Context: an optimization exercise on an open-source flow, tuned for small area. The choices shown serve that exercise and are no tape-out recipe. Only simulation tests tie the RTL to the original design; equivalence was not proved. No driver is modelled on the clock port, so clocking that relies on it looks cheaper here than on a real chip. Power figures rest on the tool's default switching activity, not on a simulated workload.

## beta
Design GPS, start of the top module:
module GPS
(
input clk,
input rst,             
input  rx,             
output err,            
output [7:0] Din,      
output RS, RW,
output EN
);
==> flow/config.mk <==
export PLATFORM = sky130hd
export DESIGN_NAME = GPS
export DESIGN_NICKNAME = GPS
export VERILOG_FILES = /design/flow/design.v
export SDC_FILE = /design/flow/constraint.sdc
export NUM_CORES = 4
export LEC_CHECK = 0
export CAP_MARGIN = 20
export CORE_MARGIN = 2
export CORE_UTILIZATION = 40
export SLEW_MARGIN = 20
==> flow/constraint.sdc <==
create_clock -name core_clock -period 48.0 [get_ports {clk}]
set_input_delay 9.6000 -clock core_clock [delete_from_list [all_inputs] [get_ports {clk}]]
set_output_delay 9.6000 -clock core_clock [all_outputs]
set_load 0.01 [all_outputs]
standard.sh (not shown) runs the stock make flow with config.mk's settings and CLKGATE_MAP_FILE= SYNTH_SCRIPT=/design/flow/synth_recipe.tcl, a recipe that flattens the netlist after the stock synthesis.
==> flow/flow/run.sh <==
#!/bin/bash
# The standard ORFS layout with these changes:
#  - synthesis: the standard script, but abc uses flow/area.abc (area
#    oriented) for the combinational logic; registers are unchanged;
#  - port buffers: buf_1.
# Full tool output: flow.log here, and ORFS's per-step logs under orfs/logs.
set -euo pipefail
HERE=$(pwd)
export AREA_ABC_SCRIPT="$HERE/flow/area.abc"
export CTS_ARGS="-sink_clustering_enable -repair_clock_nets -dont_use_dummy_load -buf_list sky130_fd_sc_hd__clkbuf_4"
export BUFFER_PORTS_ARGS="-buffer_cell sky130_fd_sc_hd__buf_1"
export POST_CTS_TCL="$HERE/flow/post_cts.tcl"
export PC_SLEW_PS=122
bash standard.sh SYNTH_SCRIPT="$HERE/flow/synth.tcl" finish > flow.log 2>&1
==> flow/flow/area.abc <==
strash
dc2
dch -f
amap
strash
dch -f
amap
topo
Other scripts of this flow, unchanged in this note and not shown: flow/flow/post_cts.tcl, flow/flow/synth.tcl
beta finished every stage and its layout cleared the timing, DRC and antenna checks.
What alpha does differently from beta at the input level:
--- a/flow/flow/area.abc
+++ b/flow/flow/area.abc
@@ -2,0 +3,3 @@
+&get -n
+&deepsyn -T 60 -I 4
+&put
==> comparison <==
Having completed the whole flow, alpha delivered a layout that passed the timing, DRC and antenna checks. Delta (alpha minus beta): number of global-route vias before repair went down, critical path depth now larger, area after synthesis now sits lower, static leakage went down 0.047 nW. When alpha is measured against beta, its proportion of final cell area spent on non-clock buffers turns out 0.15 points higher. Reported for alpha and beta, number of max-cap violations turned out identical to the last digit. Max global-route usage across alpha and beta: beta.

Setup of cedar:
The RTL this note starts from:
==> flow/design.v <==
module GPS
(
input clk,
input rst,             
input  rx,             
output err,            
output [7:0] Din,      
output RS, RW,
output EN
);
localparam [3:0] F0 = 4'd0,  F1 = 4'd1,  F2 = 4'd3,  F3 = 4'd7,  F4 = 4'd15,
                 F5 = 4'd14, F6 = 4'd13, F7 = 4'd10, F8 = 4'd5,  F9 = 4'd11,
                 F10 = 4'd6, F11 = 4'd12, F12 = 4'd8;
function [3:0] succ;
	input [3:0] x;
	succ = {x[2:0], (~x[0] & x[1]) ^ ~x[3]};
endfunction
reg [3:0]  rb;
reg        half;
reg [11:0] h;      
reg [7:0]  rd;     
reg [3:0]  ph;     
reg [4:0]  s;      
wire idle  = (rb == F10);
wire pend  = (rb == F11);
wire hterm = (h == 12'd3233);           
wire hload = idle | hterm;
always @(posedge clk) begin
	if (hload) h <= 12'd0;
	else       h <= {~h[10:0], h[11] ^ h[0]};
end
wire is_dollar = (rd == 8'h24);
wire [3:0] sf = s[3:0];
wire sdol    = (sf == F3) | (sf == F4) | (sf == F5) | (sf == F6);
wire writing = s[4] & (sdol | ~is_dollar);
wire wr_now  = pend & writing & (ph == sf);
always @(posedge clk) begin
	if (rst) begin
		rb <= F10; half <= 1'b0;
	end else if (idle) begin
		rb <= rx ? F10 : F0; half <= 1'b0;
	end else if (pend) begin
		if (!writing || ph == sf) begin rb <= F9; half <= 1'b1; end
	end else if (hterm) begin
		if (!half) begin
			if (rb == F0 && rx)   begin rb <= F10; half <= 1'b1; end
			else if (rb == F9)    begin rb <= rx ? F11 : F10; half <= ~rx; end
			else                  half <= 1'b1;
		end else begin
			rb <= (rb == F9) ? F10 : succ(rb); half <= 1'b0;
		end
	end
end
always @(posedge clk)
	if (hterm && !half && rb != F9)
		rd <= {rx, rd[7:1]};
assign err = idle & half;
localparam [4:0] W0 = {1'b0, F8},  W1 = {1'b0, F9},  W2 = {1'b0, F10},
                 W3 = {1'b0, F11},    W4 = {1'b0, F12},
                 W5 = {1'b0, F7},    W6 = {1'b0, F0},    W7 = {1'b0, F2},
                 W8 = {1'b0, F3},    W9 = {1'b0, F6};
wire is_comma  = (rd == 8'h2C);
wire is_G      = (rd == 8'h47);
wire is_P      = (rd == 8'h50);
wire is_A      = (rd == 8'h41);
wire tk    = s[4];
wire wcom  = (sf == F7) | (sf == F0) | (sf == F2) | (sf == F3) | (sf == F6);
wire m_G   = (sf == F8) | (sf == F10) | (sf == F11);
wire match = ~tk & ((m_G & is_G) | ((sf == F9) & is_P) | ((sf == F12) & is_A) |
                    (~m_G & (sf != F9) & (sf != F12) & is_comma));
wire [3:0] ssucc = succ(sf);
wire [3:0] ncode = (~tk & wcom) ? sf :
                   (~tk & (sf == F12)) ? F7 :
                   (tk & (sf == F6)) ? F8 : ssucc;
wire ntk = ~tk ? wcom : ~((sf == F12) | (sf == F1) | (sf == F2) | (sf == F5) | (sf == F6));
wire adv  = pend & (writing ? (ph == sf) : match);
wire dres = rst | (pend & ~writing & is_dollar);
always @(posedge clk)
	if (dres)     s <= W0;
	else if (adv) s <= {ntk, ncode};
reg [103:0] ring;
reg clr;           
always @(posedge clk) begin
	if (rst) ph <= F0;
	else     ph <= succ(ph);
	clr <= rst | (clr & (ph != F12));
end
wire [7:0] rin = wr_now ? rd : (clr ? 8'h00 : ring[7:0]);
always @(posedge clk) ring <= {rin, ring[103:8]};
localparam [5:0] RSTP = {2'b01, F0};
reg [16:0] c;
reg [5:0]  pos;
wire cterm = (c == 17'd112661);         
always @(posedge clk) begin
	if (rst)        c <= 17'd112661;
	else if (cterm) c <= 17'd0;
	else            c <= {~c[15:0], c[16] ^ c[2]};
end
wire [3:0] pf = pos[3:0];
wire [3:0] pn = succ(pf);
wire cafter = (pf == F12) | (pf == F1) | (pf == F2) | (pf == F5) |
              (pf == F6) | (pf == F8) | (pf == F10);
wire [2:0] unit = pos[2:0];
wire ulast = (unit == 3'd4);
always @(posedge clk) begin
	if (rst) pos <= RSTP;
	else if (cterm) begin
		if (pos == RSTP)                      pos <= 6'd32;
		else if (pos[5] & ulast & (pos[4:3] == 2'b10)) pos <= {2'b01, F12};
		else if (pos[5])                      pos <= {1'b1, ulast ? {pos[3], ~pos[4]} : pos[4:3],
		                                              unit[1:0], ~(unit[2] ^ (unit[0] & ~unit[1]))};
		else if (pos[4] | ~cafter)            pos <= {2'b00, pn};
		else                                  pos <= {2'b01, pf};
	end
end
reg [7:0] N, DR;
wire wt  = pend & writing;
wire [7:0] N_in = (wt & (sf == pn)) ? rd : ((ph == pf) ? ring[15:8] : N);
always @(posedge clk) begin
	N <= N_in;
	if (cterm)                                      DR <= N_in;
	else if (wt & (sf == pf) & (pos[5:4] == 2'b00)) DR <= rd;
end
reg [7:0] cval;
always @* begin
	if (pos[5])
		case (pos[4:3])
		2'b00: cval = 8'h38;
		2'b01: cval = 8'h01;
		2'b11: cval = 8'h06;
		default: cval = 8'h0C;
		endcase
	else
		case (pf)
		F12: cval = 8'h80;
		F1:  cval = 8'hDF;
		F2:  cval = 8'h20;
		F5:  cval = 8'hDF;
		F6:  cval = 8'hC0;
		F8:  cval = 8'h3A;
		F10: cval = 8'h3A;
		default: cval = 8'h00;
		endcase
end
assign Din = (pos[5] | pos[4]) ? cval : DR;
assign EN  = ~(cterm & (~pos[5] | ulast));
assign RS  = ~pos[5] & (pos != RSTP) &
             ~(pos[4] & ((pf == F12) | (pf == F6)) & ~cterm);
assign RW  = 1'b0;
endmodule
==> flow/config.mk <==
export PLATFORM = sky130hd
export DESIGN_NAME = GPS
export DESIGN_NICKNAME = GPS
export VERILOG_FILES = /design/flow/design.v
export SDC_FILE = /design/flow/constraint.sdc
export NUM_CORES = 4
export LEC_CHECK = 0
export CAP_MARGIN = 20
export CORE_MARGIN = 2
export CORE_UTILIZATION = 60
export PLACE_DENSITY = 0.75
export SLEW_MARGIN = 20
==> flow/constraint.sdc <==
create_clock -name core_clock -period 48.0 [get_ports {clk}]
set_input_delay 9.6000 -clock core_clock [delete_from_list [all_inputs] [get_ports {clk}]]
set_output_delay 9.6000 -clock core_clock [all_outputs]
set_load 0.01 [all_outputs]
Scripts as last shown in full above: flow/flow/run.sh
Other scripts of this flow, unchanged in this note and not shown: flow/flow/area.abc, flow/flow/post_cts.tcl, flow/flow/synth.tcl
[inputs] harbor vs cedar
# cedar
export LEC_CHECK = 0
export CAP_MARGIN = 20
export CORE_MARGIN = 2
export CORE_UTILIZATION = 60
export PLACE_DENSITY = 0.75
export SLEW_MARGIN = 20
create_clock -name core_clock -period 48.0 [get_ports {clk}]
# harbor
export LEC_CHECK = 0
export CAP_MARGIN = 20
export CORE_MARGIN = 2
export CORE_UTILIZATION = 70
export PLACE_DENSITY = 0.85
export SLEW_MARGIN = 20
create_clock -name core_clock -period 48.0 [get_ports {clk}]
--- outcome ---
harbor vs. cedar: detailed-route wire length higher; clock edge transition at the registers on the reported setup and hold paths roughly the same; height of the die lower; total power higher; effective utilization at floorplan higher. cedar → harbor: via count climbed 111; number of DRC markers in iteration 0 has increased; critical path depth now sits at about the same level; area growth from synthesis to layout up 0.28 points.
For violet, these inputs were changed with respect to harbor:
# harbor
export LEC_CHECK = 0
export CAP_MARGIN = 20
export CORE_MARGIN = 2
export CORE_UTILIZATION = 70
export PLACE_DENSITY = 0.85
export SLEW_MARGIN = 20
create_clock -name core_clock -period 48.0 [get_ports {clk}]
# violet
export LEC_CHECK = 0
export CAP_MARGIN = 20
export CORE_MARGIN = 2
export CORE_UTILIZATION = 40
export SLEW_MARGIN = 20
create_clock -name core_clock -period 48.0 [get_ports {clk}]
==> run notes <==
- harbor completed every stage of the flow, and the final layout passed the timing, DRC and antenna checks.
- violet: no failed stages, no open violations at the end
- On leakage power figure, violet and harbor are basically level.
- violet against harbor: width of the chip higher; routed wire length dropped 3.0%.
- From harbor to violet the numbers moved as follows: global-route usage over all layers shows a reduction of 11 points; via count has decreased; final total negative setup slack stayed essentially flat; combinational power ~0 delta; core occupancy in the finished layout fell 32 points.

what the ideal ports hide:
Ports are ideal in the flow. The routed layouts listed here were re-timed in OpenROAD. Step 1 sets driving cells, clkbuf_16 on the clock port and buf_2 on the other inputs (assumed; they add their load-dependent delay and slew). Step 2 moves the port delays by t, midway between the first and last clock arrival at a register: inputs arrive t later, outputs are due t later. That takes back most of the time a late clock gives input paths. Slacks: no drivers / after step 1 / after step 2; pairs: no drivers / after step 1.
run | t (ns) | setup WS [ns] | worst register clock-pin slew, ns
beta | 0.568 | 35.952 / 35.916 / 36.483 | 0.11 / 0.11
alpha | 0.556 | 35.605 / 35.572 / 36.128 | 0.11 / 0.11
cedar | 0.534 | 35.240 / 35.209 / 35.742 | 0.12 / 0.12
harbor | 0.551 | 35.188 / 35.161 / 35.712 | 0.11 / 0.11
violet | 0.574 | 35.196 / 35.158 / 35.732 | 0.11 / 0.11
After both steps every run listed still meets setup and hold.
